This design comes from an exercise in tuning for small area, a short achievable clock period and few clock cycles per item on the open sky130 flow, not from production work.
In this exercise RTL edits were held to simulation tests only and were not proved equivalent to the original.

## design.v

```verilog
module alu #(
    parameter INST_W = 4,
    parameter INT_W  = 6,
    parameter FRAC_W = 10,
    parameter DATA_W = INT_W + FRAC_W
)(
    input                      i_clk,
    input                      i_rst_n,
    input                      i_in_valid,
    output                     o_busy,
    input         [INST_W-1:0] i_inst,
    input  signed [DATA_W-1:0] i_data_a,
    input  signed [DATA_W-1:0] i_data_b,
    output                     o_out_valid,
    output        [DATA_W-1:0] o_data
);
localparam IDLE = 3'b000;
localparam INPUT = 3'b001;
localparam COMPUTE = 3'b010;
localparam TEMP = 3'b011; 
localparam OUTPUT = 3'b100;
reg o_busy_in ;
reg out_valid_in;
reg signed [DATA_W-1:0] i_A, i_B, nxt_i_A, nxt_i_B;
reg [INST_W-1:0] inst, nxt_inst;
reg signed [DATA_W-1:0] out1, nxt_out1;
reg [2:0] state, nxt_state;
reg       busy, nxt_busy;
reg       valid, nxt_valid;
reg signed [DATA_W:0] add, sub;
reg signed [2*DATA_W-1 :0] mul, nxt_mul;
reg signed [22:0] mul_part, sat_mul;
reg signed [22:0] round_mul;
reg signed  [2*DATA_W - 1:0] left, part_left;
reg [DATA_W - 1:0] revermatch; 
reg signed [DATA_W+3:0] data_acc [0:DATA_W-1], nxt_data_acc [0:DATA_W-1];
reg signed [20:0] temp_data_acc;
wire [3:0] index ;
reg flag ;
reg signed [15:0] mul_temp;
reg signed [45:0] soft_mul;
reg signed [15:0] soft_test;
reg signed [15:0] soft_neg; 
reg [15:0] val16;
reg [7:0] val8;
reg [3:0] val4;
reg [4:0] result;
assign o_data = out1;
assign index  = i_A[3:0];  
assign o_busy = o_busy_in;
assign o_out_valid = out_valid_in;
always @(*) begin
    if (state == COMPUTE) begin
        flag = 1'b1;
    end
    else flag = 1'b0;
end
always @(*) begin
    case (state)
        IDLE:begin
            nxt_state = INPUT;
        end 
        INPUT:begin
            if (i_in_valid) begin
                nxt_state = COMPUTE;
            end
            else nxt_state = state;
        end
        COMPUTE:begin
            nxt_state = TEMP;
        end
        TEMP:begin
            nxt_state = OUTPUT;
        end
        OUTPUT:begin
            nxt_state = IDLE;
        end
        default: nxt_state = state;
    endcase
end
always @(*) begin
    case (state)
        INPUT:begin
        if (i_in_valid) begin
            nxt_i_A = i_data_a;
            nxt_i_B = i_data_b;
            nxt_inst = i_inst;
        end
        else begin
            nxt_i_A = i_A;
            nxt_i_B = i_B;
            nxt_inst = inst;
        end
        end 
        default: begin
            nxt_i_A = i_A;
            nxt_i_B = i_B;
            nxt_inst = inst;
        end
    endcase
end
always @(*) begin
    if (state == OUTPUT) begin
        out_valid_in = 1'b1;  
    end
    else out_valid_in = 1'b0;  
end
always @(*) begin
    if (state == INPUT) begin
        o_busy_in = 1'b0;
    end
    else o_busy_in = 1'b1;
end
integer i;
always @(*) begin
    for(i=0;i<DATA_W;i=i+1)begin
    nxt_data_acc[i] = data_acc[i];
    end
    add = 0; sub = 0; mul = 0; mul_part = 0; round_mul = 0; sat_mul = 0;
    temp_data_acc = 0; soft_mul = 0; soft_test = 0; soft_neg = 0;
    left = 0; part_left = 0; result = 0; val16 = 0; val8 = 0; val4 = 0;
    case (inst)
        0: begin
            add = i_A + i_B;
            nxt_out1 = (!add[DATA_W] && add[DATA_W - 1]) ? 16'b0111_1111_1111_1111 :
                      (add[DATA_W] && !add[DATA_W - 1]) ? 16'b1000_0000_0000_0000 : add[DATA_W-1:0];
        end
        1:begin
            sub = i_A - i_B;
            nxt_out1 = (!sub[DATA_W] && sub[DATA_W - 1]) ?  16'b0111_1111_1111_1111 : 
                      (sub[DATA_W] && !sub[DATA_W - 1]) ?  16'b1000_0000_0000_0000 : sub[DATA_W-1:0];
        end
        2:begin
            mul = i_A*i_B;  
            mul_part = mul[2*DATA_W-1:9]; 
            if(mul_part[0] == 1'b1)begin
                round_mul = mul_part + 1'b1;
            end
            else begin
                round_mul = mul_part ;
            end
            sat_mul = (!round_mul[22] && (round_mul[21:11]> 11'b000_0001_1111)) ? 23'b011_1111_1111_1111_1111_1111 :  
                      (round_mul[22]  && (round_mul[21:11]< 11'b111_1110_0000)) ? 23'b100_0000_0000_0000_0000_0000 : round_mul;
            if ((sat_mul == 23'b011_1111_1111_1111_1111_1111) || (sat_mul == 23'b100_0000_0000_0000_0000_0000)) begin
                nxt_out1 = sat_mul[22:7];
            end
            else nxt_out1 = sat_mul[16:1];
        end
        3:begin
            if (flag == 1'b1) begin
            temp_data_acc = data_acc[index] + i_B;
            nxt_data_acc[index] = temp_data_acc[19:0]; 
            end
            else nxt_data_acc[index] = data_acc[index];
            nxt_out1 = (!data_acc[index][DATA_W+3] && (data_acc[index][19:10]>10'b00_0001_1111))? 16'b0111_1111_1111_1111 :
                       (data_acc[index][DATA_W+3]  && (data_acc[index][19:10]<10'b11_1110_0000)) ? 16'b1000_0000_0000_0000 : data_acc[index][DATA_W-1:0];
        end
        4:begin  
            if(!i_A[DATA_W-1] &&  i_A[14:10]>=5'b00010) soft_mul = {6'b0,i_A,24'b0};  
            else if (!i_A[DATA_W-1] && i_A[15:10]>=5'b0) begin   
                    soft_mul = ((i_A<<<1'b1) + 16'b0000_1000_0000_0000)*(30'b000000_01010101010101_0101_010101);
            end
            else if (i_A[15:10] == 6'b111111) begin    
                soft_test = i_A + 16'b0000_1000_0000_0000;
                soft_mul = (soft_test)*(30'b000000_01010101010101_0101_010101);
            end
            else if (i_A[15:10] == 6'b111110) begin
                soft_neg = (i_A<<<1'b1) + 16'b0001_0100_0000_0000;
                soft_mul = soft_neg*(30'b000000_000111000111000111_000111);
            end
            else if (i_A[15:10] == 6'b111101) begin
                soft_neg = (i_A + 16'b0000_1100_0000_0000);
                soft_mul = soft_neg*(30'b000000_000111000111000111_000111);
            end
            else soft_mul = 46'b0;
            nxt_out1 = ((soft_mul != 46'b01_1111_1111_1111_1111_1111_1111_1111_1111_1111_1111_1111) || (soft_mul != 46'b10_0000_0000_0000_0000_0000_0000_0000_0000_0000_0000_0000)) && (soft_mul[23] == 1'b1)?
                      soft_mul[DATA_W+23:24] + 1'b1:
                      ((soft_mul != 46'b01_1111_1111_1111_1111_1111_1111_1111_1111_1111_1111_1111) || (soft_mul != 46'b10_0000_0000_0000_0000_0000_0000_0000_0000_0000_0000_0000)) && (soft_mul[23] == 1'b0)?
                      soft_mul[DATA_W+23:24]:soft_mul[39:24];
        end
        5:begin   
            nxt_out1 = i_A ^ i_B;
        end
        6:begin   
            nxt_out1 = i_A >>> i_B;
        end
        7:begin   
            left = {i_A,i_A};
            part_left = left << i_B;
            nxt_out1 = part_left[2*DATA_W-1:DATA_W];
        end
        8:begin   
            result[4] = (i_A[15:0] == 16'b0) ? 1 : 0;
            val16     = (result[4]) ? 16'b1111_1111_1111_1111 : i_A;
            result[3] = (val16[15:8] == 8'b0) ? 1 : 0;
            val8      = (result[3]) ? val16[7:0] : val16[15:8];
            result[2] = (val8[7:4] == 4'b0) ? 1 : 0;
            val4      = (result[2]) ? val8[3:0] : val8[7:4];
            result[1] = (val4[3:2] == 2'b0) ? 1 : 0;
            result[0] = (result[1]) ? ~val4[1] : ~val4[3];
            nxt_out1 = {11'b0,result};
        end
        9:begin   
            nxt_out1[0] = (i_A[3:0] == i_B[15:12])  ? 1'b1 : 1'b0;
            nxt_out1[1] = (i_A[4:1] == i_B[14:11])  ? 1'b1 : 1'b0;
            nxt_out1[2] = (i_A[5:2] == i_B[13:10])  ? 1'b1 : 1'b0;
            nxt_out1[3] = (i_A[6:3] == i_B[12:9])   ? 1'b1 : 1'b0;
            nxt_out1[4] = (i_A[7:4] == i_B[11:8])   ? 1'b1 : 1'b0;
            nxt_out1[5] = (i_A[8:5] == i_B[10:7])   ? 1'b1 : 1'b0;
            nxt_out1[6] = (i_A[9:6] == i_B[9:6])    ? 1'b1 : 1'b0;
            nxt_out1[7] = (i_A[10:7] == i_B[8:5])   ? 1'b1 : 1'b0;
            nxt_out1[8] = (i_A[11:8] == i_B[7:4])   ? 1'b1 : 1'b0;
            nxt_out1[9] = (i_A[12:9] == i_B[6:3])   ? 1'b1 : 1'b0;
            nxt_out1[10] = (i_A[13:10] == i_B[5:2]) ? 1'b1 : 1'b0;
            nxt_out1[11] = (i_A[14:11] == i_B[4:1]) ? 1'b1 : 1'b0;
            nxt_out1[12] = (i_A[15:12] == i_B[3:0]) ? 1'b1 : 1'b0;
            nxt_out1[15:13] = 3'b000;
            end
        default: begin 
            nxt_out1 = out1;
        end
    endcase
end
    always @(posedge i_clk or negedge i_rst_n) begin
        if (!i_rst_n) begin
            out1 <= 0;
            i_A <= 0;
            i_B <= 0;
            state <= 0;
            inst <= 0;
            for ( i=0 ;i<DATA_W ;i=i+1) begin
                data_acc[i] <= 0;
            end
        end
        else begin
            out1 <= nxt_out1;
            i_A <= nxt_i_A;
            i_B <= nxt_i_B;
            state <= nxt_state;
            inst <= nxt_inst;
            for ( i=0 ;i<DATA_W ;i=i+1) begin
                data_acc[i] <= nxt_data_acc[i];
            end
        end
    end
endmodule
```

## run.sh

```bash
#!/bin/bash
# synth_recipe.tcl (not shown) runs the flow's synth.tcl, then flattens the netlist and writes it again
# the make line also repeats each setting of config.mk as NAME=value (left out here)
make -C /OpenROAD-flow-scripts/flow DESIGN_CONFIG=/design/flow/config.mk WORK_HOME=/design/flow/orfs CLKGATE_MAP_FILE= SYNTH_SCRIPT=/design/flow/synth_recipe.tcl finish
```

## config.mk

```make
export PLATFORM = sky130hd
export DESIGN_NAME = alu
export DESIGN_NICKNAME = alu
export VERILOG_FILES = /design/flow/design.v
export SDC_FILE = /design/flow/constraint.sdc
export NUM_CORES = 4
export LEC_CHECK = 0
export CAP_MARGIN = 20
export CORE_MARGIN = 2
export CORE_UTILIZATION = 40
export SLEW_MARGIN = 20
```

## constraint.sdc

```tcl
create_clock -name core_clock -period 10.0 [get_ports {i_clk}]
set_input_delay 2.0000 -clock core_clock [delete_from_list [all_inputs] [get_ports {i_clk}]]
set_output_delay 2.0000 -clock core_clock [all_outputs]
set_load 0.01 [all_outputs]
```

==> run summary <==
[worst paths after layout]
| kind | to | depth (start not counted) |
|---|---|---|
| max | out1[12]$_DFFE_PN0P_ | 24 |
| min | data_acc[11][10]$_DFFE_PN0P_ | 2 |
| max reg2reg | out1[12]$_DFFE_PN0P_ | 24 |
| min reg2reg | data_acc[11][10]$_DFFE_PN0P_ | 2 |
| max in group asynchronous | i_B[1]$_DFFE_PN0P_ | 3 |
| min in group asynchronous | data_acc[12][4]$_DFFE_PN0P_ | 1 |
[cells by family after synthesis]
| kind of cell | after synthesis | synth area share [%] |
|---|---|---|
| muxes | 94 | 2.06 |
| xor gates and xnor gates | 138 | 2.46 |
| DFF | 375 | 19.1 |
| buffers and inverters | 1039 | 7.98 |
| adders and majority gates | 1159 | 37.5 |
| and+or+nand+nor | 1457 | 13.5 |
| AOI/OAI and AO/OA | 1345 | 17.5 |
[placed cells by master, fill, tap and decap left out, types with 31 or more instances in the layout]
cell type,synthesis,routed
and3_1,47,47
a21oi_1,338,331
dfrtp_1,375,371
mux2i_1,62,61
a21o_1,56,56
clkbuf_16,0,41
nor2_1,441,439
o21ai_0,387,386
nand3_1,93,93
nor3_1,81,79
nand4_1,46,46
nand2b_1,35,35
clkdlybuf4s50_1,0,55
a22o_1,31,31
a211oi_1,52,52
inv_1,759,759
ha_1,634,634
buf_4,0,129
a22oi_1,68,68
nand2_1,524,524
xnor2_1,97,97
fa_1,524,524
a221oi_1,39,39
xor2_1,41,41
and2_1,43,44
o22ai_1,33,33
[per-layer routing]
layer	up-vias	GRT usage [%]	routed length (um)
met3	350	3.80	12000
met4	6	11.2	7760
met1	21000	38.7	76200
met5	-	0	43
met2	1622	43.3	77600
li1	19100	-	-
[per-stage QoR]
step / hold slack (ns) / util [%] / cells / setup WS [ns]
6_report: 0.480 / 43.7 / 7227 / 0.637
3_3_place_gp: 0.461 / 42.5 / 7152 / 0.779
4_1_cts: 0.482 / 43.7 / 7225 / 0.756
2_1_floorplan: 0.447 / - / 5607 / 1.50
5_1_grt: 0.490 / 43.7 / 7226 / 0.108
3_5_place_dp: 0.467 / 42.5 / 7152 / 0.797
[flip-flops by register name, indices dropped and copies added (netlist names)]
signal / count
data_acc: 320
i_A: 16
i_B: 16
inst: 4
out1: 16
state: 3
[area by class of cell]
| class | count | share of cell area [%] |
|---|---|---|
| multi-input combinational | 4193 | 67.6 |
| sequential | 375 | 17.6 |
| inverter | 774 | 5.46 |
| tap | 1625 | 3.82 |
| timing repair buffer | 186 | 2.92 |
| clock buffer | 55 | 2.21 |
| clock inverter | 18 | 0.388 |
| antenna | 1 | 0.00470 |
[worst min-delay path, cell delays in order, from the launching register on]
cell and delay (ns):
dfrtp_1 0.34, nand2_1 0.05, o21ai_0 0.06
==> results.sh <==
export IMPL_fin_nets=6768
export IMPL_clk_path_buf_depth=3
export IMPL_period_share_pct=93.6
export IMPL_htreeDepth=2
export IMPL_hp_class="reg -> reg"
export IMPL_critical_path_top_delay_family="adder cells"
export IMPL_synthTopCellsByArea="fa_1 (21%), dfrtp_1 (19%), ha_1 (16%), inv_1 (5.8%), nand2_1 (4.0%)"
export IMPL_clk_insertion_delay_late_ns=0.64
export IMPL_grt_pass1_vias=42400
export IMPL_cts_setup_buffers=0
export IMPL_synthDistinctLibCells=93
export IMPL_path_class="reg -> reg"
export IMPL_grt_util_all_layers_pct=27.7
export IMPL_vias=42000
export IMPL_wl_per_cell_um=24.0
export IMPL_core_area_um2=122000
export IMPL_synth_edf_count=0
export IMPL_crit_top_cell="fa_1"
export IMPL_start_util_pct=40.4
export IMPL_yosysSeqAreaShare_pct=19.1
export IMPL_critPathArrivalTime_ns=9.89
export IMPL_std_cell_rows=128
export IMPL_grt_pass1_wl_um=267000
export IMPL_place_congestion=1.02
export IMPL_synth_most_common_cell="inv_1"
export IMPL_viasPerCell=5.82
export IMPL_port_buffers=56
export IMPL_boundaryPins=57
export IMPL_multi_input_area_um2=36000
export IMPL_postPlaceCellArea_um2=51800
export IMPL_worstMarginPinSlew_ns=1.09
export IMPL_drive_gt1_share_pct=5.41
export IMPL_root_buffer="clkbuf_16"
export IMPL_worst_path_max_delay_cell="dfrtp_1"
export IMPL_regArea_um2=9390
export IMPL_clk_pin_slew_ns=0.07
export IMPL_drv_slew=0
export IMPL_synth_nets=6804
export IMPL_async_reset_ff_share_pct=100
export IMPL_r2r_slack_ns=0.64
export IMPL_ys_warn_count=3
export IMPL_max_stage_delay_ns=0.70
export IMPL_synth_ff_type="dfrtp_1"
export IMPL_ys_ff_latch=375
export IMPL_crit_fanout=25
export IMPL_cts_resized=0
export IMPL_yosysTopAreaCellShare_pct=21.3
export IMPL_synth_common_cells="inv_1 (759), ha_1 (634), fa_1 (524), nand2_1 (524), nor2_1 (441)"
export IMPL_drcViolationCount=0
export IMPL_hold_viol_final=0
export IMPL_path_cells="buf_4 -> nand2_1 -> fa_1 -> fa_1 -> fa_1 -> inv_1 -> fa_1 -> fa_1 -> inv_1 -> fa_1 -> inv_1 -> ha_1 -> a21oi_1 -> o21a_1 -> a211oi_1 -> a2111oi_0 -> nor3_1 -> or4b_1 -> or2_1 -> nor4_4 -> xnor2_1 -> and3_1 -> a21oi_2 -> a21oi_1"
export IMPL_cp_required_ns=10.52
export IMPL_end_kind="flop"
export IMPL_postCtsHoldBufs=0
export IMPL_final_area_um2=53200
export IMPL_avgSynthCellArea_um2=8.77
export IMPL_start_kind="flop"
export IMPL_firstDrtPassIters=8
export IMPL_cts_sinks=375
export IMPL_die_y_um=355
export IMPL_dieArea_um2=126000
export IMPL_dp_hpwl_um=136000
export IMPL_wl_um=174000
export IMPL_drtAntennaViolNets=0
export IMPL_startpoint="i_A[14]$_DFFE_PN0P_"
export IMPL_rsz0062_at_grt="false"
export IMPL_fp_dieW_um=355
export IMPL_syn_instance_count=5607
export IMPL_grt_ovfl_total=0
export IMPL_setup_viol=0
export IMPL_antenna_found_initial=5
export IMPL_fillCellCount=12000
export IMPL_synth_top_area_cell="fa_1"
export IMPL_crit_buf_inv=4
export IMPL_post_route_min_period_ns=9.36
export IMPL_syn_cell_area_um2=49200
export IMPL_worstHoldStart="data_acc[11][10]$_DFFE_PN0P_"
export IMPL_max_freq_ghz=0.107
export IMPL_finClkSkew_ns=0.0708
export IMPL_syn2layout_area_growth_pct=8.25
export IMPL_grt_max_degree=77
export IMPL_numCtsBuffers=41
export IMPL_status="timing/DRC/antenna clean"
export IMPL_cts_tree="built"
export IMPL_max_cap_violations=0
export IMPL_slew_headroom_pct=26.3
export IMPL_dr_first_iter_drc_count=3579
export IMPL_setup_tns_ns=0
export IMPL_r2r_start="i_A[14]$_DFFE_PN0P_"
Testbench counts, summed over its fixed seeds: cycles 15,992, items 3,200.

==> re-timing with driven ports <==
No port has a modelled driver above. Below, the same layout with a new extraction and two added sets of constraints. Step 1, drivers: a clkbuf_16 drives i_clk and a buf_2 each remaining input, both assumed. Step 2 adds t to the input delays and takes it off the output delays; t is the mean of the earliest and latest rising clock arrival at the registers after step 1. Input paths then give back, and output paths get back, about the clock's delay inside the block. a / b / c = no drivers / after step 1 / after step 2; a / b = the first two.
shift t [ns]: 0.678
setup WS [ns]: 0.637 / 0.637 / 0.637
slew at the worst register clock pin (ns): 0.07 / 0.07
After both steps setup and hold are still met in this run. For this run, drivers alone change the setup slack by 0.000 ns; drivers and shift together by 0.000 ns.
